What follows belongs to an exercise in optimizing a design on an open flow for small area and a short achievable clock period; a production flow would make more cautious choices.
RTL that was checked went through simulation tests only; none was proved equivalent to the original.
The RTL of run 2 was laid out without a check of its function.
No activity file was given, so power comes from the tool's default toggle rates. No driver is modelled on the clock port, so clocking that relies on it looks cheaper here than on a real chip.

==> flow/design.v (outline; a module is shown in full before it is edited, if it fits) <==
// module sg_nand2: 1 lines
// module sg_nor2: 1 lines
// module sg_inv: 1 lines
// module sg_xor2: 1 lines
// module sg_xnor2: 1 lines
// module sg_aoi21: 1 lines
// module sg_oai21: 1 lines
// module add64_ks: 1640 lines
// module Scrambler: 69 lines
module Scrambler(
  input         clock,
  input         reset,
  input  [63:0] io_in,
  output [63:0] io_out
);
  // ...
==> flow/run.sh <==
#!/bin/bash
# synth_recipe.tcl (not shown) runs the flow's synth.tcl, then flattens the netlist and writes it again
# the make line also repeats each setting of config.mk as NAME=value (left out here)
make -C /OpenROAD-flow-scripts/flow DESIGN_CONFIG=/design/flow/config.mk WORK_HOME=/design/flow/orfs CLKGATE_MAP_FILE= SYNTH_SCRIPT=/design/flow/synth_recipe.tcl finish
==> flow/config.mk <==
export PLATFORM = sky130hd
export DESIGN_NAME = Scrambler
export DESIGN_NICKNAME = Scrambler
export VERILOG_FILES = /design/flow/design.v
export SDC_FILE = /design/flow/constraint.sdc
export NUM_CORES = 4
export LEC_CHECK = 0
export CAP_MARGIN = 20
export CORE_MARGIN = 2
export CORE_UTILIZATION = 65
export CTS_CLUSTER_DIAMETER = 60
export CTS_CLUSTER_SIZE = 24
export SETUP_SLACK_MARGIN = 2.5
export SLEW_MARGIN = 20
export SYNTH_HIERARCHICAL = 1
export SYNTH_MINIMUM_KEEP_SIZE = 0
export TNS_END_PERCENT = 5
==> flow/constraint.sdc <==
create_clock -name core_clock -period 6.0 [get_ports {clock}]
set_input_delay 1.2000 -clock core_clock [delete_from_list [all_inputs] [get_ports {clock}]]
set_output_delay 1.2000 -clock core_clock [all_outputs]
set_load 0.01 [all_outputs]
==> impl_metrics.env, run 1 <==
export IMPL_slew_headroom_pct=38.3
export IMPL_hpwl_um=59600
export IMPL_overflow=0
export IMPL_period_share_pct=71.4
export IMPL_drt_iter0_markers=1360
export IMPL_diodes=1
export IMPL_grt_usage_pct=29.1
export IMPL_grt_pass1_vias=23400
export IMPL_min_period_ns=4.28
export IMPL_dp_cells=3887
export IMPL_p_clk_share_pct=31.9
export IMPL_slowest_delay_ns=0.29
export IMPL_crit_cells=12
export IMPL_tightest_slew_ns=0.916
export IMPL_synth_most_common_cell="dfxtp_1"
export IMPL_fp_dieW_um=249
export IMPL_cts_buffer_depth=3
export IMPL_clock_fmax_mhz=233
export IMPL_dr_pass1_iters=5
export IMPL_worstPathCellList="buf_6 > nor2_4 > o21ai_4 > inv_2 > o21ai_4 > buf_6 > a21oi_4 > buf_12 > o21ai_4 > a21oi_4 > xnor2_2 > buf_2"
export IMPL_power_group_top="sequential cells"
export IMPL_yosysUniqueCellTypes=64
export IMPL_outcome="complete, no violations"
export IMPL_placed_cell_area_sq_um=41500
export IMPL_tap_cells=773
export IMPL_min_to="q2[35]$_DFF_P_"
export IMPL_synth_seq_cells=1479
export IMPL_htreeDepth=3
export IMPL_switching_share_pct=21.0
export IMPL_syn_area_sq_um=39100
export IMPL_worstHoldStart="q1[35]$_DFF_P_"
export IMPL_vdd_ir_drop_max_v=0.000386
export IMPL_fillers=3017
export IMPL_gp_congestion=0.933
export IMPL_route_met2_wl_um=46100
export IMPL_crit_top_cell="o21ai_4"
export IMPL_synth_area_top_cells="dfxtp_1 76%, a21oi_2 3.4%, xor2_1 2.5%"
export IMPL_synth_compound_area_share_pct=9.33
export IMPL_crit_path_end="io_out[62]"
export IMPL_cp_required_ns=4.80
export IMPL_path_class="in -> out"
export IMPL_syn_num_nets=3151
export IMPL_comb_power_share_pct=3.4
==> module Scrambler, before the edit <==
module Scrambler(
  input         clock,
  input         reset,
  input  [63:0] io_in,
  output [63:0] io_out
);
  reg [63:0] p1;
  reg [63:0] p2;
  reg [63:0] p3;
  reg [63:0] p4;
  reg [63:0] p5;
  reg [63:0] p6;
  reg [63:0] q1;
  reg [63:0] q2;
  reg [63:0] q3;
  reg [63:0] q4;
  reg [63:0] q5;
  reg [63:0] q6;
  reg [63:0] q7;
  reg [63:0] q8;
  reg [63:0] q9;
  reg [63:0] q10;
  reg [63:0] q11;
  reg [63:0] q12;
  reg [63:0] q13;
  reg [63:0] q14;
  reg [63:0] q15;
  reg [63:0] q16;
  reg [63:0] q17;
  reg  [4:0] cnt;    
  reg        m6;     
  reg        m18;    
  wire m18_next = !reset && (m18 || cnt == 5'd17);
  add64_ks u_out (.a(io_in), .b(q17), .s(io_out));
  always @(posedge clock) begin
    p1  <= io_out;
    p2  <= p1;
    p3  <= p2;
    p4  <= p3;
    p5  <= p4;
    p6  <= p5;
    q1  <= p1 + (m6 ? p6 : 64'h0);
    q2 <= q1;
    q3 <= q2;
    q4 <= q3;
    q5 <= q4;
    q6 <= q5;
    q7 <= q6;
    q8 <= q7;
    q9 <= q8;
    q10 <= q9;
    q11 <= q10;
    q12 <= q11;
    q13 <= q12;
    q14 <= q13;
    q15 <= q14;
    q16 <= q15;
    q17 <= m18_next ? q16 : 64'h0;
  end
  always @(posedge clock) begin
    if (reset) begin
      cnt <= 5'd0;
    end else if (!m18) begin
      cnt <= cnt + 5'd1;
    end
    m6  <= !reset && (m6 || cnt == 5'd5);
    m18 <= m18_next;
  end
endmodule
==> inputs of run 2 (changes only) <==
--- a/flow/design.v
+++ b/flow/design.v
@@ -1,3 +1,5 @@
 module sg_nand2(input a, input b, output y);  assign y = ~(a & b); endmodule
+module sg_nand3(input a, input b, input c, output y);  assign y = ~(a & b & c); endmodule
 module sg_nor2(input a, input b, output y);   assign y = ~(a | b); endmodule
+module sg_nor2b(input a, input b_n, output y); assign y = ~(a | ~b_n); endmodule
 module sg_inv(input a, output y);             assign y = ~a; endmodule
@@ -7,3 +9,3 @@
 module sg_oai21(input a1, input a2, input b1, output y); assign y = ~((a1 | a2) & b1); endmodule
-module add64_ks(input [63:0] a, input [63:0] b, output [63:0] s);
+module add_out(input [63:0] a, input [63:0] b, output [63:0] s);
   wire g0_0;
@@ -1647,2 +1649,838 @@
 endmodule
+module add_q(input [63:0] a, input [63:0] b, output [63:0] s);
+  wire g0_0;
+  wire p0_0;
+  wire x_0;
+  wire g0_1;
+  wire p0_1;
+  wire x_1;
+  wire g0_2;
+  wire p0_2;
+  wire x_2;
+  wire g0_3;
+  wire p0_3;
+  wire x_3;
+  wire g0_4;
+  wire p0_4;
+  wire x_4;
+  wire g0_5;
+  wire p0_5;
+  wire x_5;
+  wire g0_6;
+  wire p0_6;
+  wire x_6;
+  wire g0_7;
+  wire p0_7;
+  wire x_7;
+  wire g0_8;
+  wire p0_8;
+  wire x_8;
+  wire g0_9;
+  wire p0_9;
+  wire x_9;
+  wire g0_10;
+  wire p0_10;
+  wire x_10;
+  wire g0_11;
+  wire p0_11;
+  wire x_11;
+  wire g0_12;
+  wire p0_12;
+  wire x_12;
+  wire g0_13;
+  wire p0_13;
+  wire x_13;
+  wire g0_14;
+  wire p0_14;
+  wire x_14;
+  wire g0_15;
+  wire p0_15;
+  wire x_15;
+  wire g0_16;
+  wire p0_16;
+  wire x_16;
+  wire g0_17;
+  wire p0_17;
+  wire x_17;
+  wire g0_18;
+  wire p0_18;
+  wire x_18;
+  wire g0_19;
+  wire p0_19;
+  wire x_19;
+  wire g0_20;
+  wire p0_20;
+  wire x_20;
+  wire g0_21;
+  wire p0_21;
+  wire x_21;
+  wire g0_22;
+  wire p0_22;
+  wire x_22;
+  wire g0_23;
+  wire p0_23;
+  wire x_23;
+  wire g0_24;
+  wire p0_24;
+  wire x_24;
+  wire g0_25;
+  wire p0_25;
+  wire x_25;
+  wire g0_26;
+  wire p0_26;
+  wire x_26;
+  wire g0_27;
+  wire p0_27;
+  wire x_27;
+  wire g0_28;
+  wire p0_28;
+  wire x_28;
+  wire g0_29;
+  wire p0_29;
+  wire x_29;
+  wire g0_30;
+  wire p0_30;
+  wire x_30;
+  wire g0_31;
+  wire p0_31;
+  wire x_31;
+  wire g0_32;
+  wire p0_32;
+  wire x_32;
+  wire g0_33;
+  wire p0_33;
+  wire x_33;
+  wire g0_34;
+  wire p0_34;
+  wire x_34;
+  wire g0_35;
+  wire p0_35;
+  wire x_35;
+  wire g0_36;
+  wire p0_36;
+  wire x_36;
+  wire g0_37;
+  wire p0_37;
+  wire x_37;
+  wire g0_38;
+  wire p0_38;
+  wire x_38;
+  wire g0_39;
+  wire p0_39;
+  wire x_39;
+  wire g0_40;
+  wire p0_40;
+  wire x_40;
+  wire g0_41;
+  wire p0_41;
+  wire x_41;
+  wire g0_42;
+  wire p0_42;
+  wire x_42;
+  wire g0_43;
+  wire p0_43;
+  wire x_43;
+  wire g0_44;
+  wire p0_44;
+  wire x_44;
+  wire g0_45;
+  wire p0_45;
+  wire x_45;
+  wire g0_46;
+  wire p0_46;
+  wire x_46;
+  wire g0_47;
+  wire p0_47;
+  wire x_47;
+  wire g0_48;
+  wire p0_48;
+  wire x_48;
+  wire g0_49;
+  wire p0_49;
+  wire x_49;
+  wire g0_50;
+  wire p0_50;
+  wire x_50;
+  wire g0_51;
+  wire p0_51;
+  wire x_51;
+  wire g0_52;
+  wire p0_52;
+  wire x_52;
+  wire g0_53;
+  wire p0_53;
+  wire x_53;
+  wire g0_54;
+  wire p0_54;
+  wire x_54;
+  wire g0_55;
+  wire p0_55;
+  wire x_55;
+  wire g0_56;
+  wire p0_56;
+  wire x_56;
+  wire g0_57;
+  wire p0_57;
+  wire x_57;
+  wire g0_58;
+  wire p0_58;
+  wire x_58;
+  wire g0_59;
+  wire p0_59;
+  wire x_59;
+  wire g0_60;
+  wire p0_60;
+  wire x_60;
+  wire g0_61;
+  wire p0_61;
+  wire x_61;
+  wire g0_62;
+  wire p0_62;
+  wire x_62;
+  wire g0_63;
+  wire p0_63;
+  wire x_63;
+  wire g1_1;
+  wire g1_3;
+  wire p1_3;
+  wire g1_5;
+  wire p1_5;
+  wire g1_7;
+  wire p1_7;
+  wire g1_9;
+  wire p1_9;
+  wire g1_11;
+  wire p1_11;
+  wire g1_13;
+  wire p1_13;
+  wire g1_15;
+  wire p1_15;
+  wire g1_17;
+  wire p1_17;
+  wire g1_19;
+  wire p1_19;
+  wire g1_21;
+  wire p1_21;
+  wire g1_23;
+  wire p1_23;
+  wire g1_25;
+  wire p1_25;
+  wire g1_27;
+  wire p1_27;
+  wire g1_29;
+  wire p1_29;
+  wire g1_31;
+  wire p1_31;
+  wire g1_33;
+  wire p1_33;
+  wire g1_35;
+  wire p1_35;
+  wire g1_37;
+  wire p1_37;
+  wire g1_39;
+  wire p1_39;
+  wire g1_41;
+  wire p1_41;
+  wire g1_43;
+  wire p1_43;
+  wire g1_45;
+  wire p1_45;
+  wire g1_47;
+  wire p1_47;
+  wire g1_49;
+  wire p1_49;
+  wire g1_51;
+  wire p1_51;
+  wire g1_53;
+  wire p1_53;
+  wire g1_55;
+  wire p1_55;
+  wire g1_57;
+  wire p1_57;
+  wire g1_59;
+  wire p1_59;
+  wire g1_61;
+  wire p1_61;
+  wire g1_63;
+  wire p1_63;
+  wire g2_3;
+  wire g2_7;
+  wire p2_7;
+  wire g2_11;
+  wire p2_11;
+  wire g2_15;
+  wire p2_15;
+  wire g2_19;
+  wire p2_19;
+  wire g2_23;
+  wire p2_23;
+  wire g2_27;
+  wire p2_27;
+  wire g2_31;
+  wire p2_31;
+  wire g2_35;
+  wire p2_35;
+  wire g2_39;
+  wire p2_39;
+  wire g2_43;
+  wire p2_43;
+  wire g2_47;
+  wire p2_47;
+  wire g2_51;
+  wire p2_51;
+  wire g2_55;
+  wire p2_55;
+  wire g2_59;
+  wire p2_59;
+  wire g2_63;
+  wire p2_63;
+  wire g3_7;
+  wire g3_15;
+  wire p3_15;
+  wire g3_23;
+  wire p3_23;
+  wire g3_31;
+  wire p3_31;
+  wire g3_39;
+  wire p3_39;
+  wire g3_47;
+  wire p3_47;
+  wire g3_55;
+  wire p3_55;
+  wire g3_63;
+  wire p3_63;
+  wire g4_15;
+  wire g4_31;
+  wire p4_31;
+  wire g4_47;
+  wire p4_47;
+  wire g4_63;
+  wire p4_63;
+  wire g5_31;
+  wire g5_63;
+  wire p5_63;
+  wire g6_63;
+  wire g5_31_n;
+  wire g7_47;
+  wire g4_15_n;
+  wire g8_23;
+  wire g8_39;
+  wire g8_55;
+  wire g3_7_n;
+  wire g9_11;
+  wire g9_19;
+  wire g9_27;
+  wire g9_35;
+  wire g9_43;
+  wire g7_47_n;
+  wire g9_51;
+  wire g9_59;
+  wire g2_3_n;
+  wire g10_5;
+  wire g10_9;
+  wire g10_13;
+  wire g10_17;
+  wire g10_21;
+  wire g8_23_n;
+  wire g10_25;
+  wire g10_29;
+  wire g10_33;
+  wire g10_37;
+  wire g8_39_n;
+  wire g10_41;
+  wire g10_45;
+  wire g10_49;
+  wire g10_53;
+  wire g8_55_n;
+  wire g10_57;
+  wire g10_61;
+  wire g1_1_n;
+  wire g11_2;
+  wire g11_4;
+  wire g11_6;
+  wire g11_8;
+  wire g11_10;
+  wire g9_11_n;
+  wire g11_12;
+  wire g11_14;
+  wire g11_16;
+  wire g11_18;
+  wire g9_19_n;
+  wire g11_20;
+  wire g11_22;
+  wire g11_24;
+  wire g11_26;
+  wire g9_27_n;
+  wire g11_28;
+  wire g11_30;
+  wire g11_32;
+  wire g11_34;
+  wire g9_35_n;
+  wire g11_36;
+  wire g11_38;
+  wire g11_40;
+  wire g11_42;
+  wire g9_43_n;
+  wire g11_44;
+  wire g11_46;
+  wire g11_48;
+  wire g11_50;
+  wire g9_51_n;
+  wire g11_52;
+  wire g11_54;
+  wire g11_56;
+  wire g11_58;
+  wire g9_59_n;
+  wire g11_60;
+  wire g11_62;
+  sg_nand2 u1 (.a(a[0]), .b(b[0]), .y(g0_0));
+  sg_nor2 u2 (.a(a[0]), .b(b[0]), .y(p0_0));
+  sg_xor2 u3 (.a(a[0]), .b(b[0]), .y(x_0));
+  sg_nand2 u4 (.a(a[1]), .b(b[1]), .y(g0_1));
+  sg_nor2 u5 (.a(a[1]), .b(b[1]), .y(p0_1));
+  sg_xor2 u6 (.a(a[1]), .b(b[1]), .y(x_1));
+  sg_nand2 u7 (.a(a[2]), .b(b[2]), .y(g0_2));
+  sg_nor2 u8 (.a(a[2]), .b(b[2]), .y(p0_2));
+  sg_xor2 u9 (.a(a[2]), .b(b[2]), .y(x_2));
+  sg_nand2 u10 (.a(a[3]), .b(b[3]), .y(g0_3));
+  sg_nor2 u11 (.a(a[3]), .b(b[3]), .y(p0_3));
+  sg_xor2 u12 (.a(a[3]), .b(b[3]), .y(x_3));
+  sg_nand2 u13 (.a(a[4]), .b(b[4]), .y(g0_4));
+  sg_nor2 u14 (.a(a[4]), .b(b[4]), .y(p0_4));
+  sg_xor2 u15 (.a(a[4]), .b(b[4]), .y(x_4));
+  sg_nand2 u16 (.a(a[5]), .b(b[5]), .y(g0_5));
+  sg_nor2 u17 (.a(a[5]), .b(b[5]), .y(p0_5));
+  sg_xor2 u18 (.a(a[5]), .b(b[5]), .y(x_5));
+  sg_nand2 u19 (.a(a[6]), .b(b[6]), .y(g0_6));
+  sg_nor2 u20 (.a(a[6]), .b(b[6]), .y(p0_6));
+  sg_xor2 u21 (.a(a[6]), .b(b[6]), .y(x_6));
+  sg_nand2 u22 (.a(a[7]), .b(b[7]), .y(g0_7));
+  sg_nor2 u23 (.a(a[7]), .b(b[7]), .y(p0_7));
+  sg_xor2 u24 (.a(a[7]), .b(b[7]), .y(x_7));
+  sg_nand2 u25 (.a(a[8]), .b(b[8]), .y(g0_8));
+  sg_nor2 u26 (.a(a[8]), .b(b[8]), .y(p0_8));
+  sg_xor2 u27 (.a(a[8]), .b(b[8]), .y(x_8));
+  sg_nand2 u28 (.a(a[9]), .b(b[9]), .y(g0_9));
+  sg_nor2 u29 (.a(a[9]), .b(b[9]), .y(p0_9));
+  sg_xor2 u30 (.a(a[9]), .b(b[9]), .y(x_9));
+  sg_nand2 u31 (.a(a[10]), .b(b[10]), .y(g0_10));
+  sg_nor2 u32 (.a(a[10]), .b(b[10]), .y(p0_10));
+  sg_xor2 u33 (.a(a[10]), .b(b[10]), .y(x_10));
+  sg_nand2 u34 (.a(a[11]), .b(b[11]), .y(g0_11));
+  sg_nor2 u35 (.a(a[11]), .b(b[11]), .y(p0_11));
+  sg_xor2 u36 (.a(a[11]), .b(b[11]), .y(x_11));
+  sg_nand2 u37 (.a(a[12]), .b(b[12]), .y(g0_12));
+  sg_nor2 u38 (.a(a[12]), .b(b[12]), .y(p0_12));
+  sg_xor2 u39 (.a(a[12]), .b(b[12]), .y(x_12));
+  sg_nand2 u40 (.a(a[13]), .b(b[13]), .y(g0_13));
+  sg_nor2 u41 (.a(a[13]), .b(b[13]), .y(p0_13));
+  sg_xor2 u42 (.a(a[13]), .b(b[13]), .y(x_13));
+  sg_nand2 u43 (.a(a[14]), .b(b[14]), .y(g0_14));
+  sg_nor2 u44 (.a(a[14]), .b(b[14]), .y(p0_14));
+  sg_xor2 u45 (.a(a[14]), .b(b[14]), .y(x_14));
+  sg_nand2 u46 (.a(a[15]), .b(b[15]), .y(g0_15));
+  sg_nor2 u47 (.a(a[15]), .b(b[15]), .y(p0_15));
+  sg_xor2 u48 (.a(a[15]), .b(b[15]), .y(x_15));
+  sg_nand2 u49 (.a(a[16]), .b(b[16]), .y(g0_16));
+  sg_nor2 u50 (.a(a[16]), .b(b[16]), .y(p0_16));
+  sg_xor2 u51 (.a(a[16]), .b(b[16]), .y(x_16));
+  sg_nand2 u52 (.a(a[17]), .b(b[17]), .y(g0_17));
+  sg_nor2 u53 (.a(a[17]), .b(b[17]), .y(p0_17));
+  sg_xor2 u54 (.a(a[17]), .b(b[17]), .y(x_17));
+  sg_nand2 u55 (.a(a[18]), .b(b[18]), .y(g0_18));
+  sg_nor2 u56 (.a(a[18]), .b(b[18]), .y(p0_18));
+  sg_xor2 u57 (.a(a[18]), .b(b[18]), .y(x_18));
+  sg_nand2 u58 (.a(a[19]), .b(b[19]), .y(g0_19));
+  sg_nor2 u59 (.a(a[19]), .b(b[19]), .y(p0_19));
+  sg_xor2 u60 (.a(a[19]), .b(b[19]), .y(x_19));
+  sg_nand2 u61 (.a(a[20]), .b(b[20]), .y(g0_20));
+  sg_nor2 u62 (.a(a[20]), .b(b[20]), .y(p0_20));
+  sg_xor2 u63 (.a(a[20]), .b(b[20]), .y(x_20));
+  sg_nand2 u64 (.a(a[21]), .b(b[21]), .y(g0_21));
+  sg_nor2 u65 (.a(a[21]), .b(b[21]), .y(p0_21));
+  sg_xor2 u66 (.a(a[21]), .b(b[21]), .y(x_21));
+  sg_nand2 u67 (.a(a[22]), .b(b[22]), .y(g0_22));
+  sg_nor2 u68 (.a(a[22]), .b(b[22]), .y(p0_22));
+  sg_xor2 u69 (.a(a[22]), .b(b[22]), .y(x_22));
+  sg_nand2 u70 (.a(a[23]), .b(b[23]), .y(g0_23));
+  sg_nor2 u71 (.a(a[23]), .b(b[23]), .y(p0_23));
+  sg_xor2 u72 (.a(a[23]), .b(b[23]), .y(x_23));
+  sg_nand2 u73 (.a(a[24]), .b(b[24]), .y(g0_24));
+  sg_nor2 u74 (.a(a[24]), .b(b[24]), .y(p0_24));
+  sg_xor2 u75 (.a(a[24]), .b(b[24]), .y(x_24));
+  sg_nand2 u76 (.a(a[25]), .b(b[25]), .y(g0_25));
+  sg_nor2 u77 (.a(a[25]), .b(b[25]), .y(p0_25));
+  sg_xor2 u78 (.a(a[25]), .b(b[25]), .y(x_25));
+  sg_nand2 u79 (.a(a[26]), .b(b[26]), .y(g0_26));
+  sg_nor2 u80 (.a(a[26]), .b(b[26]), .y(p0_26));
+  sg_xor2 u81 (.a(a[26]), .b(b[26]), .y(x_26));
+  sg_nand2 u82 (.a(a[27]), .b(b[27]), .y(g0_27));
+  sg_nor2 u83 (.a(a[27]), .b(b[27]), .y(p0_27));
+  sg_xor2 u84 (.a(a[27]), .b(b[27]), .y(x_27));
+  sg_nand2 u85 (.a(a[28]), .b(b[28]), .y(g0_28));
+  sg_nor2 u86 (.a(a[28]), .b(b[28]), .y(p0_28));
+  sg_xor2 u87 (.a(a[28]), .b(b[28]), .y(x_28));
+  sg_nand2 u88 (.a(a[29]), .b(b[29]), .y(g0_29));
+  sg_nor2 u89 (.a(a[29]), .b(b[29]), .y(p0_29));
+  sg_xor2 u90 (.a(a[29]), .b(b[29]), .y(x_29));
+  sg_nand2 u91 (.a(a[30]), .b(b[30]), .y(g0_30));
+  sg_nor2 u92 (.a(a[30]), .b(b[30]), .y(p0_30));
+  sg_xor2 u93 (.a(a[30]), .b(b[30]), .y(x_30));
+  sg_nand2 u94 (.a(a[31]), .b(b[31]), .y(g0_31));
+  sg_nor2 u95 (.a(a[31]), .b(b[31]), .y(p0_31));
+  sg_xor2 u96 (.a(a[31]), .b(b[31]), .y(x_31));
+  sg_nand2 u97 (.a(a[32]), .b(b[32]), .y(g0_32));
+  sg_nor2 u98 (.a(a[32]), .b(b[32]), .y(p0_32));
+  sg_xor2 u99 (.a(a[32]), .b(b[32]), .y(x_32));
+  sg_nand2 u100 (.a(a[33]), .b(b[33]), .y(g0_33));
+  sg_nor2 u101 (.a(a[33]), .b(b[33]), .y(p0_33));
+  sg_xor2 u102 (.a(a[33]), .b(b[33]), .y(x_33));
+  sg_nand2 u103 (.a(a[34]), .b(b[34]), .y(g0_34));
+  sg_nor2 u104 (.a(a[34]), .b(b[34]), .y(p0_34));
+  sg_xor2 u105 (.a(a[34]), .b(b[34]), .y(x_34));
+  sg_nand2 u106 (.a(a[35]), .b(b[35]), .y(g0_35));
+  sg_nor2 u107 (.a(a[35]), .b(b[35]), .y(p0_35));
+  sg_xor2 u108 (.a(a[35]), .b(b[35]), .y(x_35));
+  sg_nand2 u109 (.a(a[36]), .b(b[36]), .y(g0_36));
+  sg_nor2 u110 (.a(a[36]), .b(b[36]), .y(p0_36));
+  sg_xor2 u111 (.a(a[36]), .b(b[36]), .y(x_36));
+  sg_nand2 u112 (.a(a[37]), .b(b[37]), .y(g0_37));
+  sg_nor2 u113 (.a(a[37]), .b(b[37]), .y(p0_37));
+  sg_xor2 u114 (.a(a[37]), .b(b[37]), .y(x_37));
+  sg_nand2 u115 (.a(a[38]), .b(b[38]), .y(g0_38));
+  sg_nor2 u116 (.a(a[38]), .b(b[38]), .y(p0_38));
+  sg_xor2 u117 (.a(a[38]), .b(b[38]), .y(x_38));
+  sg_nand2 u118 (.a(a[39]), .b(b[39]), .y(g0_39));
+  sg_nor2 u119 (.a(a[39]), .b(b[39]), .y(p0_39));
+  sg_xor2 u120 (.a(a[39]), .b(b[39]), .y(x_39));
+  sg_nand2 u121 (.a(a[40]), .b(b[40]), .y(g0_40));
+  sg_nor2 u122 (.a(a[40]), .b(b[40]), .y(p0_40));
+  sg_xor2 u123 (.a(a[40]), .b(b[40]), .y(x_40));
+  sg_nand2 u124 (.a(a[41]), .b(b[41]), .y(g0_41));
+  sg_nor2 u125 (.a(a[41]), .b(b[41]), .y(p0_41));
+  sg_xor2 u126 (.a(a[41]), .b(b[41]), .y(x_41));
+  sg_nand2 u127 (.a(a[42]), .b(b[42]), .y(g0_42));
+  sg_nor2 u128 (.a(a[42]), .b(b[42]), .y(p0_42));
+  sg_xor2 u129 (.a(a[42]), .b(b[42]), .y(x_42));
+  sg_nand2 u130 (.a(a[43]), .b(b[43]), .y(g0_43));
+  sg_nor2 u131 (.a(a[43]), .b(b[43]), .y(p0_43));
+  sg_xor2 u132 (.a(a[43]), .b(b[43]), .y(x_43));
+  sg_nand2 u133 (.a(a[44]), .b(b[44]), .y(g0_44));
+  sg_nor2 u134 (.a(a[44]), .b(b[44]), .y(p0_44));
+  sg_xor2 u135 (.a(a[44]), .b(b[44]), .y(x_44));
+  sg_nand2 u136 (.a(a[45]), .b(b[45]), .y(g0_45));
+  sg_nor2 u137 (.a(a[45]), .b(b[45]), .y(p0_45));
+  sg_xor2 u138 (.a(a[45]), .b(b[45]), .y(x_45));
+  sg_nand2 u139 (.a(a[46]), .b(b[46]), .y(g0_46));
+  sg_nor2 u140 (.a(a[46]), .b(b[46]), .y(p0_46));
+  sg_xor2 u141 (.a(a[46]), .b(b[46]), .y(x_46));
+  sg_nand2 u142 (.a(a[47]), .b(b[47]), .y(g0_47));
+  sg_nor2 u143 (.a(a[47]), .b(b[47]), .y(p0_47));
+  sg_xor2 u144 (.a(a[47]), .b(b[47]), .y(x_47));
+  sg_nand2 u145 (.a(a[48]), .b(b[48]), .y(g0_48));
+  sg_nor2 u146 (.a(a[48]), .b(b[48]), .y(p0_48));
+  sg_xor2 u147 (.a(a[48]), .b(b[48]), .y(x_48));
+  sg_nand2 u148 (.a(a[49]), .b(b[49]), .y(g0_49));
+  sg_nor2 u149 (.a(a[49]), .b(b[49]), .y(p0_49));
+  sg_xor2 u150 (.a(a[49]), .b(b[49]), .y(x_49));
+  sg_nand2 u151 (.a(a[50]), .b(b[50]), .y(g0_50));
+  sg_nor2 u152 (.a(a[50]), .b(b[50]), .y(p0_50));
+  sg_xor2 u153 (.a(a[50]), .b(b[50]), .y(x_50));
+  sg_nand2 u154 (.a(a[51]), .b(b[51]), .y(g0_51));
+  sg_nor2 u155 (.a(a[51]), .b(b[51]), .y(p0_51));
+  sg_xor2 u156 (.a(a[51]), .b(b[51]), .y(x_51));
+  sg_nand2 u157 (.a(a[52]), .b(b[52]), .y(g0_52));
+  sg_nor2 u158 (.a(a[52]), .b(b[52]), .y(p0_52));
+  sg_xor2 u159 (.a(a[52]), .b(b[52]), .y(x_52));
+  sg_nand2 u160 (.a(a[53]), .b(b[53]), .y(g0_53));
+  sg_nor2 u161 (.a(a[53]), .b(b[53]), .y(p0_53));
+  sg_xor2 u162 (.a(a[53]), .b(b[53]), .y(x_53));
+  sg_nand2 u163 (.a(a[54]), .b(b[54]), .y(g0_54));
+  sg_nor2 u164 (.a(a[54]), .b(b[54]), .y(p0_54));
+  sg_xor2 u165 (.a(a[54]), .b(b[54]), .y(x_54));
+  sg_nand2 u166 (.a(a[55]), .b(b[55]), .y(g0_55));
+  sg_nor2 u167 (.a(a[55]), .b(b[55]), .y(p0_55));
+  sg_xor2 u168 (.a(a[55]), .b(b[55]), .y(x_55));
+  sg_nand2 u169 (.a(a[56]), .b(b[56]), .y(g0_56));
+  sg_nor2 u170 (.a(a[56]), .b(b[56]), .y(p0_56));
+  sg_xor2 u171 (.a(a[56]), .b(b[56]), .y(x_56));
+  sg_nand2 u172 (.a(a[57]), .b(b[57]), .y(g0_57));
+  sg_nor2 u173 (.a(a[57]), .b(b[57]), .y(p0_57));
+  sg_xor2 u174 (.a(a[57]), .b(b[57]), .y(x_57));
+  sg_nand2 u175 (.a(a[58]), .b(b[58]), .y(g0_58));
+  sg_nor2 u176 (.a(a[58]), .b(b[58]), .y(p0_58));
+  sg_xor2 u177 (.a(a[58]), .b(b[58]), .y(x_58));
+  sg_nand2 u178 (.a(a[59]), .b(b[59]), .y(g0_59));
+  sg_nor2 u179 (.a(a[59]), .b(b[59]), .y(p0_59));
+  sg_xor2 u180 (.a(a[59]), .b(b[59]), .y(x_59));
+  sg_nand2 u181 (.a(a[60]), .b(b[60]), .y(g0_60));
+  sg_nor2 u182 (.a(a[60]), .b(b[60]), .y(p0_60));
+  sg_xor2 u183 (.a(a[60]), .b(b[60]), .y(x_60));
+  sg_nand2 u184 (.a(a[61]), .b(b[61]), .y(g0_61));
+  sg_nor2 u185 (.a(a[61]), .b(b[61]), .y(p0_61));
+  sg_xor2 u186 (.a(a[61]), .b(b[61]), .y(x_61));
+  sg_nand2 u187 (.a(a[62]), .b(b[62]), .y(g0_62));
+  sg_nor2 u188 (.a(a[62]), .b(b[62]), .y(p0_62));
+  sg_xor2 u189 (.a(a[62]), .b(b[62]), .y(x_62));
+  sg_nand2 u190 (.a(a[63]), .b(b[63]), .y(g0_63));
+  sg_nor2 u191 (.a(a[63]), .b(b[63]), .y(p0_63));
+  sg_xor2 u192 (.a(a[63]), .b(b[63]), .y(x_63));
+  sg_oai21 u193 (.a1(p0_1), .a2(g0_0), .b1(g0_1), .y(g1_1));
+  sg_oai21 u194 (.a1(p0_3), .a2(g0_2), .b1(g0_3), .y(g1_3));
+  sg_nor2 u195 (.a(p0_3), .b(p0_2), .y(p1_3));
+  sg_oai21 u196 (.a1(p0_5), .a2(g0_4), .b1(g0_5), .y(g1_5));
+  sg_nor2 u197 (.a(p0_5), .b(p0_4), .y(p1_5));
+  sg_oai21 u198 (.a1(p0_7), .a2(g0_6), .b1(g0_7), .y(g1_7));
+  sg_nor2 u199 (.a(p0_7), .b(p0_6), .y(p1_7));
+  sg_oai21 u200 (.a1(p0_9), .a2(g0_8), .b1(g0_9), .y(g1_9));
+  sg_nor2 u201 (.a(p0_9), .b(p0_8), .y(p1_9));
+  sg_oai21 u202 (.a1(p0_11), .a2(g0_10), .b1(g0_11), .y(g1_11));
+  sg_nor2 u203 (.a(p0_11), .b(p0_10), .y(p1_11));
+  sg_oai21 u204 (.a1(p0_13), .a2(g0_12), .b1(g0_13), .y(g1_13));
+  sg_nor2 u205 (.a(p0_13), .b(p0_12), .y(p1_13));
+  sg_oai21 u206 (.a1(p0_15), .a2(g0_14), .b1(g0_15), .y(g1_15));
+  sg_nor2 u207 (.a(p0_15), .b(p0_14), .y(p1_15));
+  sg_oai21 u208 (.a1(p0_17), .a2(g0_16), .b1(g0_17), .y(g1_17));
+  sg_nor2 u209 (.a(p0_17), .b(p0_16), .y(p1_17));
+  sg_oai21 u210 (.a1(p0_19), .a2(g0_18), .b1(g0_19), .y(g1_19));
+  sg_nor2 u211 (.a(p0_19), .b(p0_18), .y(p1_19));
+  sg_oai21 u212 (.a1(p0_21), .a2(g0_20), .b1(g0_21), .y(g1_21));
+  sg_nor2 u213 (.a(p0_21), .b(p0_20), .y(p1_21));
+  sg_oai21 u214 (.a1(p0_23), .a2(g0_22), .b1(g0_23), .y(g1_23));
+  sg_nor2 u215 (.a(p0_23), .b(p0_22), .y(p1_23));
+  sg_oai21 u216 (.a1(p0_25), .a2(g0_24), .b1(g0_25), .y(g1_25));
+  sg_nor2 u217 (.a(p0_25), .b(p0_24), .y(p1_25));
+  sg_oai21 u218 (.a1(p0_27), .a2(g0_26), .b1(g0_27), .y(g1_27));
+  sg_nor2 u219 (.a(p0_27), .b(p0_26), .y(p1_27));
+  sg_oai21 u220 (.a1(p0_29), .a2(g0_28), .b1(g0_29), .y(g1_29));
+  sg_nor2 u221 (.a(p0_29), .b(p0_28), .y(p1_29));
+  sg_oai21 u222 (.a1(p0_31), .a2(g0_30), .b1(g0_31), .y(g1_31));
+  sg_nor2 u223 (.a(p0_31), .b(p0_30), .y(p1_31));
+  sg_oai21 u224 (.a1(p0_33), .a2(g0_32), .b1(g0_33), .y(g1_33));
+  sg_nor2 u225 (.a(p0_33), .b(p0_32), .y(p1_33));
+  sg_oai21 u226 (.a1(p0_35), .a2(g0_34), .b1(g0_35), .y(g1_35));
+  sg_nor2 u227 (.a(p0_35), .b(p0_34), .y(p1_35));
+  sg_oai21 u228 (.a1(p0_37), .a2(g0_36), .b1(g0_37), .y(g1_37));
+  sg_nor2 u229 (.a(p0_37), .b(p0_36), .y(p1_37));
+  sg_oai21 u230 (.a1(p0_39), .a2(g0_38), .b1(g0_39), .y(g1_39));
+  sg_nor2 u231 (.a(p0_39), .b(p0_38), .y(p1_39));
+  sg_oai21 u232 (.a1(p0_41), .a2(g0_40), .b1(g0_41), .y(g1_41));
+  sg_nor2 u233 (.a(p0_41), .b(p0_40), .y(p1_41));
+  sg_oai21 u234 (.a1(p0_43), .a2(g0_42), .b1(g0_43), .y(g1_43));
+  sg_nor2 u235 (.a(p0_43), .b(p0_42), .y(p1_43));
+  sg_oai21 u236 (.a1(p0_45), .a2(g0_44), .b1(g0_45), .y(g1_45));
+  sg_nor2 u237 (.a(p0_45), .b(p0_44), .y(p1_45));
+  sg_oai21 u238 (.a1(p0_47), .a2(g0_46), .b1(g0_47), .y(g1_47));
+  sg_nor2 u239 (.a(p0_47), .b(p0_46), .y(p1_47));
+  sg_oai21 u240 (.a1(p0_49), .a2(g0_48), .b1(g0_49), .y(g1_49));
+  sg_nor2 u241 (.a(p0_49), .b(p0_48), .y(p1_49));
+  sg_oai21 u242 (.a1(p0_51), .a2(g0_50), .b1(g0_51), .y(g1_51));
+  sg_nor2 u243 (.a(p0_51), .b(p0_50), .y(p1_51));
+  sg_oai21 u244 (.a1(p0_53), .a2(g0_52), .b1(g0_53), .y(g1_53));
+  sg_nor2 u245 (.a(p0_53), .b(p0_52), .y(p1_53));
+  sg_oai21 u246 (.a1(p0_55), .a2(g0_54), .b1(g0_55), .y(g1_55));
+  sg_nor2 u247 (.a(p0_55), .b(p0_54), .y(p1_55));
+  sg_oai21 u248 (.a1(p0_57), .a2(g0_56), .b1(g0_57), .y(g1_57));
+  sg_nor2 u249 (.a(p0_57), .b(p0_56), .y(p1_57));
+  sg_oai21 u250 (.a1(p0_59), .a2(g0_58), .b1(g0_59), .y(g1_59));
+  sg_nor2 u251 (.a(p0_59), .b(p0_58), .y(p1_59));
+  sg_oai21 u252 (.a1(p0_61), .a2(g0_60), .b1(g0_61), .y(g1_61));
+  sg_nor2 u253 (.a(p0_61), .b(p0_60), .y(p1_61));
+  sg_oai21 u254 (.a1(p0_63), .a2(g0_62), .b1(g0_63), .y(g1_63));
+  sg_nor2 u255 (.a(p0_63), .b(p0_62), .y(p1_63));
+  sg_aoi21 u256 (.a1(p1_3), .a2(g1_1), .b1(g1_3), .y(g2_3));
+  sg_aoi21 u257 (.a1(p1_7), .a2(g1_5), .b1(g1_7), .y(g2_7));
+  sg_nand2 u258 (.a(p1_7), .b(p1_5), .y(p2_7));
+  sg_aoi21 u259 (.a1(p1_11), .a2(g1_9), .b1(g1_11), .y(g2_11));
+  sg_nand2 u260 (.a(p1_11), .b(p1_9), .y(p2_11));
+  sg_aoi21 u261 (.a1(p1_15), .a2(g1_13), .b1(g1_15), .y(g2_15));
+  sg_nand2 u262 (.a(p1_15), .b(p1_13), .y(p2_15));
+  sg_aoi21 u263 (.a1(p1_19), .a2(g1_17), .b1(g1_19), .y(g2_19));
+  sg_nand2 u264 (.a(p1_19), .b(p1_17), .y(p2_19));
+  sg_aoi21 u265 (.a1(p1_23), .a2(g1_21), .b1(g1_23), .y(g2_23));
+  sg_nand2 u266 (.a(p1_23), .b(p1_21), .y(p2_23));
+  sg_aoi21 u267 (.a1(p1_27), .a2(g1_25), .b1(g1_27), .y(g2_27));
+  sg_nand2 u268 (.a(p1_27), .b(p1_25), .y(p2_27));
+  sg_aoi21 u269 (.a1(p1_31), .a2(g1_29), .b1(g1_31), .y(g2_31));
+  sg_nand2 u270 (.a(p1_31), .b(p1_29), .y(p2_31));
+  sg_aoi21 u271 (.a1(p1_35), .a2(g1_33), .b1(g1_35), .y(g2_35));
+  sg_nand2 u272 (.a(p1_35), .b(p1_33), .y(p2_35));
+  sg_aoi21 u273 (.a1(p1_39), .a2(g1_37), .b1(g1_39), .y(g2_39));
+  sg_nand2 u274 (.a(p1_39), .b(p1_37), .y(p2_39));
+  sg_aoi21 u275 (.a1(p1_43), .a2(g1_41), .b1(g1_43), .y(g2_43));
+  sg_nand2 u276 (.a(p1_43), .b(p1_41), .y(p2_43));
+  sg_aoi21 u277 (.a1(p1_47), .a2(g1_45), .b1(g1_47), .y(g2_47));
+  sg_nand2 u278 (.a(p1_47), .b(p1_45), .y(p2_47));
+  sg_aoi21 u279 (.a1(p1_51), .a2(g1_49), .b1(g1_51), .y(g2_51));
+  sg_nand2 u280 (.a(p1_51), .b(p1_49), .y(p2_51));
+  sg_aoi21 u281 (.a1(p1_55), .a2(g1_53), .b1(g1_55), .y(g2_55));
+  sg_nand2 u282 (.a(p1_55), .b(p1_53), .y(p2_55));
+  sg_aoi21 u283 (.a1(p1_59), .a2(g1_57), .b1(g1_59), .y(g2_59));
+  sg_nand2 u284 (.a(p1_59), .b(p1_57), .y(p2_59));
+  sg_aoi21 u285 (.a1(p1_63), .a2(g1_61), .b1(g1_63), .y(g2_63));
+  sg_nand2 u286 (.a(p1_63), .b(p1_61), .y(p2_63));
+  sg_oai21 u287 (.a1(p2_7), .a2(g2_3), .b1(g2_7), .y(g3_7));
+  sg_oai21 u288 (.a1(p2_15), .a2(g2_11), .b1(g2_15), .y(g3_15));
+  sg_nor2 u289 (.a(p2_15), .b(p2_11), .y(p3_15));
+  sg_oai21 u290 (.a1(p2_23), .a2(g2_19), .b1(g2_23), .y(g3_23));
+  sg_nor2 u291 (.a(p2_23), .b(p2_19), .y(p3_23));
+  sg_oai21 u292 (.a1(p2_31), .a2(g2_27), .b1(g2_31), .y(g3_31));
+  sg_nor2 u293 (.a(p2_31), .b(p2_27), .y(p3_31));
+  sg_oai21 u294 (.a1(p2_39), .a2(g2_35), .b1(g2_39), .y(g3_39));
+  sg_nor2 u295 (.a(p2_39), .b(p2_35), .y(p3_39));
+  sg_oai21 u296 (.a1(p2_47), .a2(g2_43), .b1(g2_47), .y(g3_47));
+  sg_nor2 u297 (.a(p2_47), .b(p2_43), .y(p3_47));
+  sg_oai21 u298 (.a1(p2_55), .a2(g2_51), .b1(g2_55), .y(g3_55));
+  sg_nor2 u299 (.a(p2_55), .b(p2_51), .y(p3_55));
+  sg_oai21 u300 (.a1(p2_63), .a2(g2_59), .b1(g2_63), .y(g3_63));
+  sg_nor2 u301 (.a(p2_63), .b(p2_59), .y(p3_63));
+  sg_aoi21 u302 (.a1(p3_15), .a2(g3_7), .b1(g3_15), .y(g4_15));
+  sg_aoi21 u303 (.a1(p3_31), .a2(g3_23), .b1(g3_31), .y(g4_31));
+  sg_nand2 u304 (.a(p3_31), .b(p3_23), .y(p4_31));
+  sg_aoi21 u305 (.a1(p3_47), .a2(g3_39), .b1(g3_47), .y(g4_47));
+  sg_nand2 u306 (.a(p3_47), .b(p3_39), .y(p4_47));
+  sg_aoi21 u307 (.a1(p3_63), .a2(g3_55), .b1(g3_63), .y(g4_63));
+  sg_nand2 u308 (.a(p3_63), .b(p3_55), .y(p4_63));
+  sg_oai21 u309 (.a1(p4_31), .a2(g4_15), .b1(g4_31), .y(g5_31));
+  sg_oai21 u310 (.a1(p4_63), .a2(g4_47), .b1(g4_63), .y(g5_63));
+  sg_nor2 u311 (.a(p4_63), .b(p4_47), .y(p5_63));
+  sg_aoi21 u312 (.a1(p5_63), .a2(g5_31), .b1(g5_63), .y(g6_63));
+  sg_inv u313 (.a(g5_31), .y(g5_31_n));
+  sg_oai21 u314 (.a1(p4_47), .a2(g5_31_n), .b1(g4_47), .y(g7_47));
+  sg_inv u315 (.a(g4_15), .y(g4_15_n));
+  sg_aoi21 u316 (.a1(p3_23), .a2(g4_15_n), .b1(g3_23), .y(g8_23));
+  sg_aoi21 u317 (.a1(p3_39), .a2(g5_31), .b1(g3_39), .y(g8_39));
+  sg_aoi21 u318 (.a1(p3_55), .a2(g7_47), .b1(g3_55), .y(g8_55));
+  sg_inv u319 (.a(g3_7), .y(g3_7_n));
+  sg_oai21 u320 (.a1(p2_11), .a2(g3_7_n), .b1(g2_11), .y(g9_11));
+  sg_oai21 u321 (.a1(p2_19), .a2(g4_15), .b1(g2_19), .y(g9_19));
+  sg_oai21 u322 (.a1(p2_27), .a2(g8_23), .b1(g2_27), .y(g9_27));
+  sg_oai21 u323 (.a1(p2_35), .a2(g5_31_n), .b1(g2_35), .y(g9_35));
+  sg_oai21 u324 (.a1(p2_43), .a2(g8_39), .b1(g2_43), .y(g9_43));
+  sg_inv u325 (.a(g7_47), .y(g7_47_n));
+  sg_oai21 u326 (.a1(p2_51), .a2(g7_47_n), .b1(g2_51), .y(g9_51));
+  sg_oai21 u327 (.a1(p2_59), .a2(g8_55), .b1(g2_59), .y(g9_59));
+  sg_inv u328 (.a(g2_3), .y(g2_3_n));
+  sg_aoi21 u329 (.a1(p1_5), .a2(g2_3_n), .b1(g1_5), .y(g10_5));
+  sg_aoi21 u330 (.a1(p1_9), .a2(g3_7), .b1(g1_9), .y(g10_9));
+  sg_aoi21 u331 (.a1(p1_13), .a2(g9_11), .b1(g1_13), .y(g10_13));
+  sg_aoi21 u332 (.a1(p1_17), .a2(g4_15_n), .b1(g1_17), .y(g10_17));
+  sg_aoi21 u333 (.a1(p1_21), .a2(g9_19), .b1(g1_21), .y(g10_21));
+  sg_inv u334 (.a(g8_23), .y(g8_23_n));
+  sg_aoi21 u335 (.a1(p1_25), .a2(g8_23_n), .b1(g1_25), .y(g10_25));
+  sg_aoi21 u336 (.a1(p1_29), .a2(g9_27), .b1(g1_29), .y(g10_29));
+  sg_aoi21 u337 (.a1(p1_33), .a2(g5_31), .b1(g1_33), .y(g10_33));
+  sg_aoi21 u338 (.a1(p1_37), .a2(g9_35), .b1(g1_37), .y(g10_37));
+  sg_inv u339 (.a(g8_39), .y(g8_39_n));
+  sg_aoi21 u340 (.a1(p1_41), .a2(g8_39_n), .b1(g1_41), .y(g10_41));
+  sg_aoi21 u341 (.a1(p1_45), .a2(g9_43), .b1(g1_45), .y(g10_45));
+  sg_aoi21 u342 (.a1(p1_49), .a2(g7_47), .b1(g1_49), .y(g10_49));
+  sg_aoi21 u343 (.a1(p1_53), .a2(g9_51), .b1(g1_53), .y(g10_53));
+  sg_inv u344 (.a(g8_55), .y(g8_55_n));
+  sg_aoi21 u345 (.a1(p1_57), .a2(g8_55_n), .b1(g1_57), .y(g10_57));
+  sg_aoi21 u346 (.a1(p1_61), .a2(g9_59), .b1(g1_61), .y(g10_61));
+  sg_inv u347 (.a(g1_1), .y(g1_1_n));
+  sg_oai21 u348 (.a1(p0_2), .a2(g1_1_n), .b1(g0_2), .y(g11_2));
+  sg_oai21 u349 (.a1(p0_4), .a2(g2_3), .b1(g0_4), .y(g11_4));
+  sg_oai21 u350 (.a1(p0_6), .a2(g10_5), .b1(g0_6), .y(g11_6));
+  sg_oai21 u351 (.a1(p0_8), .a2(g3_7_n), .b1(g0_8), .y(g11_8));
+  sg_oai21 u352 (.a1(p0_10), .a2(g10_9), .b1(g0_10), .y(g11_10));
+  sg_inv u353 (.a(g9_11), .y(g9_11_n));
+  sg_oai21 u354 (.a1(p0_12), .a2(g9_11_n), .b1(g0_12), .y(g11_12));
+  sg_oai21 u355 (.a1(p0_14), .a2(g10_13), .b1(g0_14), .y(g11_14));
+  sg_oai21 u356 (.a1(p0_16), .a2(g4_15), .b1(g0_16), .y(g11_16));
+  sg_oai21 u357 (.a1(p0_18), .a2(g10_17), .b1(g0_18), .y(g11_18));
+  sg_inv u358 (.a(g9_19), .y(g9_19_n));
+  sg_oai21 u359 (.a1(p0_20), .a2(g9_19_n), .b1(g0_20), .y(g11_20));
+  sg_oai21 u360 (.a1(p0_22), .a2(g10_21), .b1(g0_22), .y(g11_22));
+  sg_oai21 u361 (.a1(p0_24), .a2(g8_23), .b1(g0_24), .y(g11_24));
+  sg_oai21 u362 (.a1(p0_26), .a2(g10_25), .b1(g0_26), .y(g11_26));
+  sg_inv u363 (.a(g9_27), .y(g9_27_n));
+  sg_oai21 u364 (.a1(p0_28), .a2(g9_27_n), .b1(g0_28), .y(g11_28));
+  sg_oai21 u365 (.a1(p0_30), .a2(g10_29), .b1(g0_30), .y(g11_30));
+  sg_oai21 u366 (.a1(p0_32), .a2(g5_31_n), .b1(g0_32), .y(g11_32));
+  sg_oai21 u367 (.a1(p0_34), .a2(g10_33), .b1(g0_34), .y(g11_34));
+  sg_inv u368 (.a(g9_35), .y(g9_35_n));
+  sg_oai21 u369 (.a1(p0_36), .a2(g9_35_n), .b1(g0_36), .y(g11_36));
+  sg_oai21 u370 (.a1(p0_38), .a2(g10_37), .b1(g0_38), .y(g11_38));
+  sg_oai21 u371 (.a1(p0_40), .a2(g8_39), .b1(g0_40), .y(g11_40));
+  sg_oai21 u372 (.a1(p0_42), .a2(g10_41), .b1(g0_42), .y(g11_42));
+  sg_inv u373 (.a(g9_43), .y(g9_43_n));
+  sg_oai21 u374 (.a1(p0_44), .a2(g9_43_n), .b1(g0_44), .y(g11_44));
+  sg_oai21 u375 (.a1(p0_46), .a2(g10_45), .b1(g0_46), .y(g11_46));
+  sg_oai21 u376 (.a1(p0_48), .a2(g7_47_n), .b1(g0_48), .y(g11_48));
+  sg_oai21 u377 (.a1(p0_50), .a2(g10_49), .b1(g0_50), .y(g11_50));
+  sg_inv u378 (.a(g9_51), .y(g9_51_n));
+  sg_oai21 u379 (.a1(p0_52), .a2(g9_51_n), .b1(g0_52), .y(g11_52));
+  sg_oai21 u380 (.a1(p0_54), .a2(g10_53), .b1(g0_54), .y(g11_54));
+  sg_oai21 u381 (.a1(p0_56), .a2(g8_55), .b1(g0_56), .y(g11_56));
+  sg_oai21 u382 (.a1(p0_58), .a2(g10_57), .b1(g0_58), .y(g11_58));
+  sg_inv u383 (.a(g9_59), .y(g9_59_n));
+  sg_oai21 u384 (.a1(p0_60), .a2(g9_59_n), .b1(g0_60), .y(g11_60));
+  sg_oai21 u385 (.a1(p0_62), .a2(g10_61), .b1(g0_62), .y(g11_62));
+  assign s[0] = x_0;
+  sg_xnor2 u386 (.a(x_1), .b(g0_0), .y(s[1]));
+  sg_xor2 u387 (.a(x_2), .b(g1_1), .y(s[2]));
+  sg_xor2 u388 (.a(x_3), .b(g11_2), .y(s[3]));
+  sg_xnor2 u389 (.a(x_4), .b(g2_3), .y(s[4]));
+  sg_xor2 u390 (.a(x_5), .b(g11_4), .y(s[5]));
+  sg_xnor2 u391 (.a(x_6), .b(g10_5), .y(s[6]));
+  sg_xor2 u392 (.a(x_7), .b(g11_6), .y(s[7]));
+  sg_xor2 u393 (.a(x_8), .b(g3_7), .y(s[8]));
+  sg_xor2 u394 (.a(x_9), .b(g11_8), .y(s[9]));
+  sg_xnor2 u395 (.a(x_10), .b(g10_9), .y(s[10]));
+  sg_xor2 u396 (.a(x_11), .b(g11_10), .y(s[11]));
+  sg_xor2 u397 (.a(x_12), .b(g9_11), .y(s[12]));
+  sg_xor2 u398 (.a(x_13), .b(g11_12), .y(s[13]));
+  sg_xnor2 u399 (.a(x_14), .b(g10_13), .y(s[14]));
+  sg_xor2 u400 (.a(x_15), .b(g11_14), .y(s[15]));
+  sg_xnor2 u401 (.a(x_16), .b(g4_15), .y(s[16]));
+  sg_xor2 u402 (.a(x_17), .b(g11_16), .y(s[17]));
+  sg_xnor2 u403 (.a(x_18), .b(g10_17), .y(s[18]));
+  sg_xor2 u404 (.a(x_19), .b(g11_18), .y(s[19]));
+  sg_xor2 u405 (.a(x_20), .b(g9_19), .y(s[20]));
+  sg_xor2 u406 (.a(x_21), .b(g11_20), .y(s[21]));
+  sg_xnor2 u407 (.a(x_22), .b(g10_21), .y(s[22]));
+  sg_xor2 u408 (.a(x_23), .b(g11_22), .y(s[23]));
+  sg_xnor2 u409 (.a(x_24), .b(g8_23), .y(s[24]));
+  sg_xor2 u410 (.a(x_25), .b(g11_24), .y(s[25]));
+  sg_xnor2 u411 (.a(x_26), .b(g10_25), .y(s[26]));
+  sg_xor2 u412 (.a(x_27), .b(g11_26), .y(s[27]));
+  sg_xor2 u413 (.a(x_28), .b(g9_27), .y(s[28]));
+  sg_xor2 u414 (.a(x_29), .b(g11_28), .y(s[29]));
+  sg_xnor2 u415 (.a(x_30), .b(g10_29), .y(s[30]));
+  sg_xor2 u416 (.a(x_31), .b(g11_30), .y(s[31]));
+  sg_xor2 u417 (.a(x_32), .b(g5_31), .y(s[32]));
+  sg_xor2 u418 (.a(x_33), .b(g11_32), .y(s[33]));
+  sg_xnor2 u419 (.a(x_34), .b(g10_33), .y(s[34]));
+  sg_xor2 u420 (.a(x_35), .b(g11_34), .y(s[35]));
+  sg_xor2 u421 (.a(x_36), .b(g9_35), .y(s[36]));
+  sg_xor2 u422 (.a(x_37), .b(g11_36), .y(s[37]));
+  sg_xnor2 u423 (.a(x_38), .b(g10_37), .y(s[38]));
+  sg_xor2 u424 (.a(x_39), .b(g11_38), .y(s[39]));
+  sg_xnor2 u425 (.a(x_40), .b(g8_39), .y(s[40]));
+  sg_xor2 u426 (.a(x_41), .b(g11_40), .y(s[41]));
+  sg_xnor2 u427 (.a(x_42), .b(g10_41), .y(s[42]));
+  sg_xor2 u428 (.a(x_43), .b(g11_42), .y(s[43]));
+  sg_xor2 u429 (.a(x_44), .b(g9_43), .y(s[44]));
+  sg_xor2 u430 (.a(x_45), .b(g11_44), .y(s[45]));
+  sg_xnor2 u431 (.a(x_46), .b(g10_45), .y(s[46]));
+  sg_xor2 u432 (.a(x_47), .b(g11_46), .y(s[47]));
+  sg_xor2 u433 (.a(x_48), .b(g7_47), .y(s[48]));
+  sg_xor2 u434 (.a(x_49), .b(g11_48), .y(s[49]));
+  sg_xnor2 u435 (.a(x_50), .b(g10_49), .y(s[50]));
+  sg_xor2 u436 (.a(x_51), .b(g11_50), .y(s[51]));
+  sg_xor2 u437 (.a(x_52), .b(g9_51), .y(s[52]));
+  sg_xor2 u438 (.a(x_53), .b(g11_52), .y(s[53]));
+  sg_xnor2 u439 (.a(x_54), .b(g10_53), .y(s[54]));
+  sg_xor2 u440 (.a(x_55), .b(g11_54), .y(s[55]));
+  sg_xnor2 u441 (.a(x_56), .b(g8_55), .y(s[56]));
+  sg_xor2 u442 (.a(x_57), .b(g11_56), .y(s[57]));
+  sg_xnor2 u443 (.a(x_58), .b(g10_57), .y(s[58]));
+  sg_xor2 u444 (.a(x_59), .b(g11_58), .y(s[59]));
+  sg_xor2 u445 (.a(x_60), .b(g9_59), .y(s[60]));
+  sg_xor2 u446 (.a(x_61), .b(g11_60), .y(s[61]));
+  sg_xnor2 u447 (.a(x_62), .b(g10_61), .y(s[62]));
+  sg_xor2 u448 (.a(x_63), .b(g11_62), .y(s[63]));
+endmodule
 module Scrambler(
@@ -1680,3 +2518,6 @@
   wire m18_next = !reset && (m18 || cnt == 5'd17);
-  add64_ks u_out (.a(io_in), .b(q17), .s(io_out));
+  wire m6_next  = !reset && (m6 || cnt == 5'd5);
+  add_out u_out (.a(io_in), .b(q17), .s(io_out));
+  wire [63:0] q1_next;   
+  add_q u_q (.a(p1), .b(p6), .s(q1_next));
   always @(posedge clock) begin
@@ -1687,4 +2528,4 @@
     p5  <= p4;
-    p6  <= p5;
-    q1  <= p1 + (m6 ? p6 : 64'h0);
+    p6  <= m6_next ? p5 : 64'h0;
+    q1  <= q1_next;
     q2 <= q1;
@@ -1712,3 +2553,3 @@
     end
-    m6  <= !reset && (m6 || cnt == 5'd5);
+    m6  <= m6_next;
     m18 <= m18_next;
==> flow/flow/run.sh (new file) <==
#!/bin/bash
# Layout flow: the standard flow (standard.sh, the ORFS make targets), run
# in two steps.  Synthesis is the standard one, unchanged.  The rest of the
# layout differs from the standard flow in these settings only:
#  - the pins are placed by flow/io.tcl (ORFS IO_CONSTRAINTS): io_in[i] and
#    io_out[i] side by side along the bottom edge in bit order, so that the
#    adder between them can be placed compactly;
#  - the port buffers that buffer_ports inserts are plain buffers (buf_2)
#    rather than the delay cell it would pick on its own;
#  - the resizer may swap a cell for one of another footprint
#    (MATCH_CELL_FOOTPRINT=0; sky130hd's platform config sets it to 1).
# Each step's full output goes to its own log file in the work folder.
set -euo pipefail
here=$(pwd)
bash standard.sh synth > run_synth.log 2>&1
bash standard.sh "IO_CONSTRAINTS=$here/flow/io.tcl" IO_PIN_STEP=2 \
  "BUFFER_PORTS_ARGS=-buffer_cell sky130_fd_sc_hd__buf_2" \
  MATCH_CELL_FOOTPRINT=0 finish > run_layout.log 2>&1
==> flow/flow/io.tcl (new file) <==
# Pin placement, sourced at the end of floorplanning (ORFS IO_CONSTRAINTS).
# io_in[i] and io_out[i] sit side by side along the bottom edge, in bit order
# (bit 0 at the left), so that the io_in -> io_out adder can be placed as a
# compact strip next to its pins.  clock and reset go on the left edge.
set die [ord::get_die_area]
set W [expr {[lindex $die 2] - [lindex $die 0]}]
set H [expr {[lindex $die 3] - [lindex $die 1]}]
set pitch 0.46
set offset 0.23
set step $::env(IO_PIN_STEP)
set n 128
set span [expr {($n - 1) * $step * $pitch}]
set k [expr {int((($W - $span) / 2.0 - $offset) / $pitch)}]
for {set i 0} {$i < 64} {incr i} {
  foreach p [list "io_in\[$i\]" "io_out\[$i\]"] {
    place_pin -pin_name $p -layer met2 \
      -location [list [expr {$offset + $k * $pitch}] 0.242] -force_to_die_boundary
    incr k $step
  }
}
# the left edge's horizontal pins use met3 on a 0.68 um pitch (offset 0.34)
set row [expr {int(($H / 2.0 - 0.34) / 0.68)}]
place_pin -pin_name clock -layer met3 \
  -location [list 0.4 [expr {0.34 + $row * 0.68}]] -force_to_die_boundary
place_pin -pin_name reset -layer met3 \
  -location [list 0.4 [expr {0.34 + ($row + 8) * 0.68}]] -force_to_die_boundary
==> flow/standard.sh (new file) <==
#!/bin/bash
# synth_recipe.tcl (not shown) runs the flow's synth.tcl, then flattens the netlist and writes it again
# the make line also repeats each setting of config.mk as NAME=value (left out here)
make -C /OpenROAD-flow-scripts/flow DESIGN_CONFIG=/design/flow/config.mk WORK_HOME=/design/flow/orfs CLKGATE_MAP_FILE= SYNTH_SCRIPT=/design/flow/synth_recipe.tcl "${@:-finish}"
--- a/flow/config.mk
+++ b/flow/config.mk
@@ -10,4 +10,4 @@
 export CORE_UTILIZATION = 65
-export CTS_CLUSTER_DIAMETER = 60
-export CTS_CLUSTER_SIZE = 24
+export CTS_CLUSTER_DIAMETER = 80
+export CTS_CLUSTER_SIZE = 32
 export SETUP_SLACK_MARGIN = 2.5
removed: flow/run.sh
==> impl_metrics.env, run 2 <==
export IMPL_clock_fmax_mhz=235
export IMPL_synth_fa_ha_area_share_pct=0.0659
export IMPL_finalSetupTns_ns=0
export IMPL_tightest_slew_ns=0.847
export IMPL_drive_gt1_share_pct=23.7
export IMPL_power_leakage_nw=17.9
export IMPL_grt_usage_pct=32.1
export IMPL_ios=0
export IMPL_r2r_slack_ns=1.99
export IMPL_syn2layout_area_growth_pct=15.4
export IMPL_cp_arrival_ns=3.05
export IMPL_synthSimpleGateAreaFrac_pct=7.78
export IMPL_route_vias_total=20800
export IMPL_finalHoldViolations=0
export IMPL_dieArea_sq_um=60300
export IMPL_skew_ns=0.0310
export IMPL_fp_dieW_um=246
export IMPL_max_cap_viol_count=0
export IMPL_clkLatencyLatePin_ns=0.64
export IMPL_synth_top_family_by_area="simple AND/OR/NAND/NOR gates"
export IMPL_power_mw=15.7
export IMPL_dr_pass1_iters=8
export IMPL_path_class="in -> out"
export IMPL_synth_seq_cells=1479
export IMPL_drc_errors=0
export IMPL_antenna_found_initial=15
export IMPL_cts_buffers_inserted=53
export IMPL_final_common_cell="dfxtp_1"
export IMPL_yosysUniqueCellTypes=17
export IMPL_fin_util_pct=75.9
export IMPL_synth_top_cell_by_area="dfxtp_1"
export IMPL_slew_headroom_pct=43.5
export IMPL_synthArstFlopShare_pct=0
export IMPL_min_to="q6[2]$_DFF_P_"
export IMPL_period_share_pct=70.8
export IMPL_hpwl_um=68700
export IMPL_final_cell_mix="1479 x dfxtp_1, 218 x nand2_1, 183 x xor2_1"
export IMPL_rsz0062_at_grt="true"
export IMPL_rows=88
export IMPL_synth_most_common_cell="dfxtp_1"
export IMPL_start_util_pct=65.8
export IMPL_min_path_cells=0
export IMPL_gp_congestion=1.09
export IMPL_finalSetupViolations=0
export IMPL_grt_max_degree=66
export IMPL_portBuffers=129
export IMPL_synthXorXnorAreaFrac_pct=5.95
export IMPL_syn_num_nets=2984
export IMPL_hold_path_class="reg -> reg"
export IMPL_synth_top_area_share_pct=78.0
export IMPL_drv_slew=0
export IMPL_die_y_um=246
export IMPL_cp_end_kind="primary output"
export IMPL_syn_area_sq_um=38000
export IMPL_cp_required_ns=4.80
export IMPL_cts_tree="yes"
export IMPL_synthTopCellsByCount="1479 x dfxtp_1, 313 x nor2_1, 248 x nand2_1"
export IMPL_r2r_end="q1[63]$_DFF_P_"
export IMPL_placed_cell_area_sq_um=39800
export IMPL_core_sq_um=57700
export IMPL_synth_ff_type="dfxtp_1"
export IMPL_clkTransAtPathRegs_ns=0.11
export IMPL_synth_area_top_cells="dfxtp_1 78%, xor2_1 4.5%, a21oi_2 4.2%"
export IMPL_cts_sinks=1479
export IMPL_drt_iter0_markers=1280
export IMPL_synth_compound_area_share_pct=7.51
export IMPL_syn_avg_cell_area_sq_um=13.0
export IMPL_ff2ff_path_depth=13
export IMPL_r2r_start="p1[0]$_DFF_P_"
export IMPL_htreeDepth=2
export IMPL_crit_fanout=3
export IMPL_root_buffer="clkbuf_16"
export IMPL_wl_um=97000
export IMPL_worstHoldStart="q5[2]$_DFF_P_"
export IMPL_overflow=0
export IMPL_start_kind="primary input"
export IMPL_yosys_warnings=7
export IMPL_outcome="complete, no violations"
export IMPL_vias_per_cell=5.28
export IMPL_ys_seq_area_share_pct=78.0
export IMPL_muxShareOfSynthArea_pct=0
export IMPL_hold_buffers=0
export IMPL_nNetsFinal=3230
export IMPL_synth_enable_flop_cells=0
export IMPL_power_density_nw_per_um2=358
export IMPL_routedWlPerCell_um=24.6
export IMPL_cts_buffer_depth=3
export IMPL_vdd_ir_drop_max_v=0.000381
export IMPL_netlist_instances=2916
export IMPL_grt_pass1_vias=22300
export IMPL_fin_area_sq_um=43800
export IMPL_grt_pass1_wl_um=140000
export IMPL_route_antenna_remaining_nets=0
export IMPL_min_period_ns=4.25
[run 2: changes by cell type after synthesis, moves of 13 or more]
cell      delta
xor2_1      +84
a21oi_1     -72
o21ai_1     +71
nor2_1      +67
ha_1        -63
clkbuf_1    -31
a21o_1      -30
a21oi_2     +30
o21ai_0     -30
nand2_1     +25
nand4_1     -21
xnor2_1     -19
nand3_1     -13
[run 2: worst max path at each step]
stage | startpoint | slack (ns) | end
floorplan | io_in[1] | 2.46 | io_out[61]
global placement | io_in[7] | 1.10 | io_out[49]
detailed placement | io_in[7] | 1.23 | io_out[23]
CTS | io_in[7] | 1.83 | io_out[34]
global route | io_in[17] | 1.73 | io_out[49]
finish | io_in[11] | 1.75 | io_out[19]
[run 2: logic make-up (layout without fill, tap and decap cells)]
family / after synthesis / after routing
buffers and inverters: 51 / 301
adder cells (fa/ha/maj): 2 / 2
AND/OR/NAND/NOR: 694 / 694
other: 0 / 9
XOR/XNOR: 258 / 258
AO/OA/AOI/OAI: 432 / 432
flip-flops: 1479 / 1479
[run 2: layout make-up]
class / instances / area [sq um]
Clock buffer: 54 / 1340
Inverter: 35 / 131
Sequential cell: 1479 / 29600
Tap cell: 765 / 957
Multi-Input combinational cell: 1386 / 10200
Timing Repair Buffer: 207 / 1390
Fill cell: 3232 / 13900
Clock inverter: 5 / 129
Antenna cell: 9 / 22.5
[run 2: through the flow]
step / hold WS (ns) / cells / worst slack [ns]
4_1_cts: 0.302 / 3919 / 1.83
3_3_place_gp: 0.310 / 3805 / 1.10
2_1_floorplan: 0.310 / 2916 / 2.46
5_1_grt: 0.303 / 3939 / 1.73
6_report: 0.296 / 3940 / 1.75
3_5_place_dp: 0.312 / 3805 / 1.23
[run 2: repair_timing]
item,in CTS,in global routing
cloned,0,0
pin swaps,74,53
resized for setup,271,151
setup buffers,55,12
endpoints found under the setup margin,82,76
[run 2: where the power goes]
group	leakage [nW]	internal, mW	switching [mW]
Clock	0.711	1.65	2.80
Combinational	4.72	0.149	0.298
Sequential	12.4	10.5	0.261
[run 2: critical path, stage by stage]
cell	delay, ns
buf_2	0.16
nor2_4	0.06
nor2_2	0.21
nand2_2	0.16
nor2_4	0.21
nand2_1	0.19
o21ai_4	0.30
xor2_1	0.35
buf_2	0.21
[run 2: metal layers]
layer / vias to the layer above / routed length [um] / global-route usage [%]
met2: 639 / 50900 / 59.2
met4: 4 / 7970 / 22.0
li1: 9722 / - / -
met5: - / 26 / 0
met3: 299 / 3330 / 3.82
met1: 10100 / 34800 / 34.1
[run 2: Yosys stat by module (local to each module, per instance)]
module	cells	times used
sg_aoi21	1	183
sg_xnor2	1	63
add_out	1	1
sg_inv	1	32
sg_nand2	1	248
sg_nor2	1	307
add_q	1	1
sg_oai21	1	246
sg_xor2	1	191
Scrambler	1644	1

## what the ideal ports hide
Ports are ideal in the flow. The routed layouts listed here were re-timed in OpenROAD. Step 1 (the two cells are an assumption about what drives the block):
set clk [get_ports {clock}]
set_driving_cell -lib_cell sky130_fd_sc_hd__clkbuf_16 $clk
set_driving_cell -lib_cell sky130_fd_sc_hd__buf_2 [delete_from_list [all_inputs] $clk]
Step 2, shift: input delay + t, output delay - t, t = (earliest + latest rising clock arrival at the registers) / 2. This alone moves slack from input paths to output paths. a / b / c = ideal ports / drivers / drivers and shift; a / b = the first two.
run | t (ns) | setup slack, ns | slew at the worst register clock pin (ns)
run 1 | 0.693 | 1.715 / 1.663 / 1.663 | 0.10 / 0.10
run 2 | 0.683 | 1.751 / 1.679 / 1.679 | 0.12 / 0.12
After both steps setup and hold are still met in every run listed. For run 2, which loses most, drivers alone change the setup slack by -0.072 ns; drivers and shift together by -0.072 ns.
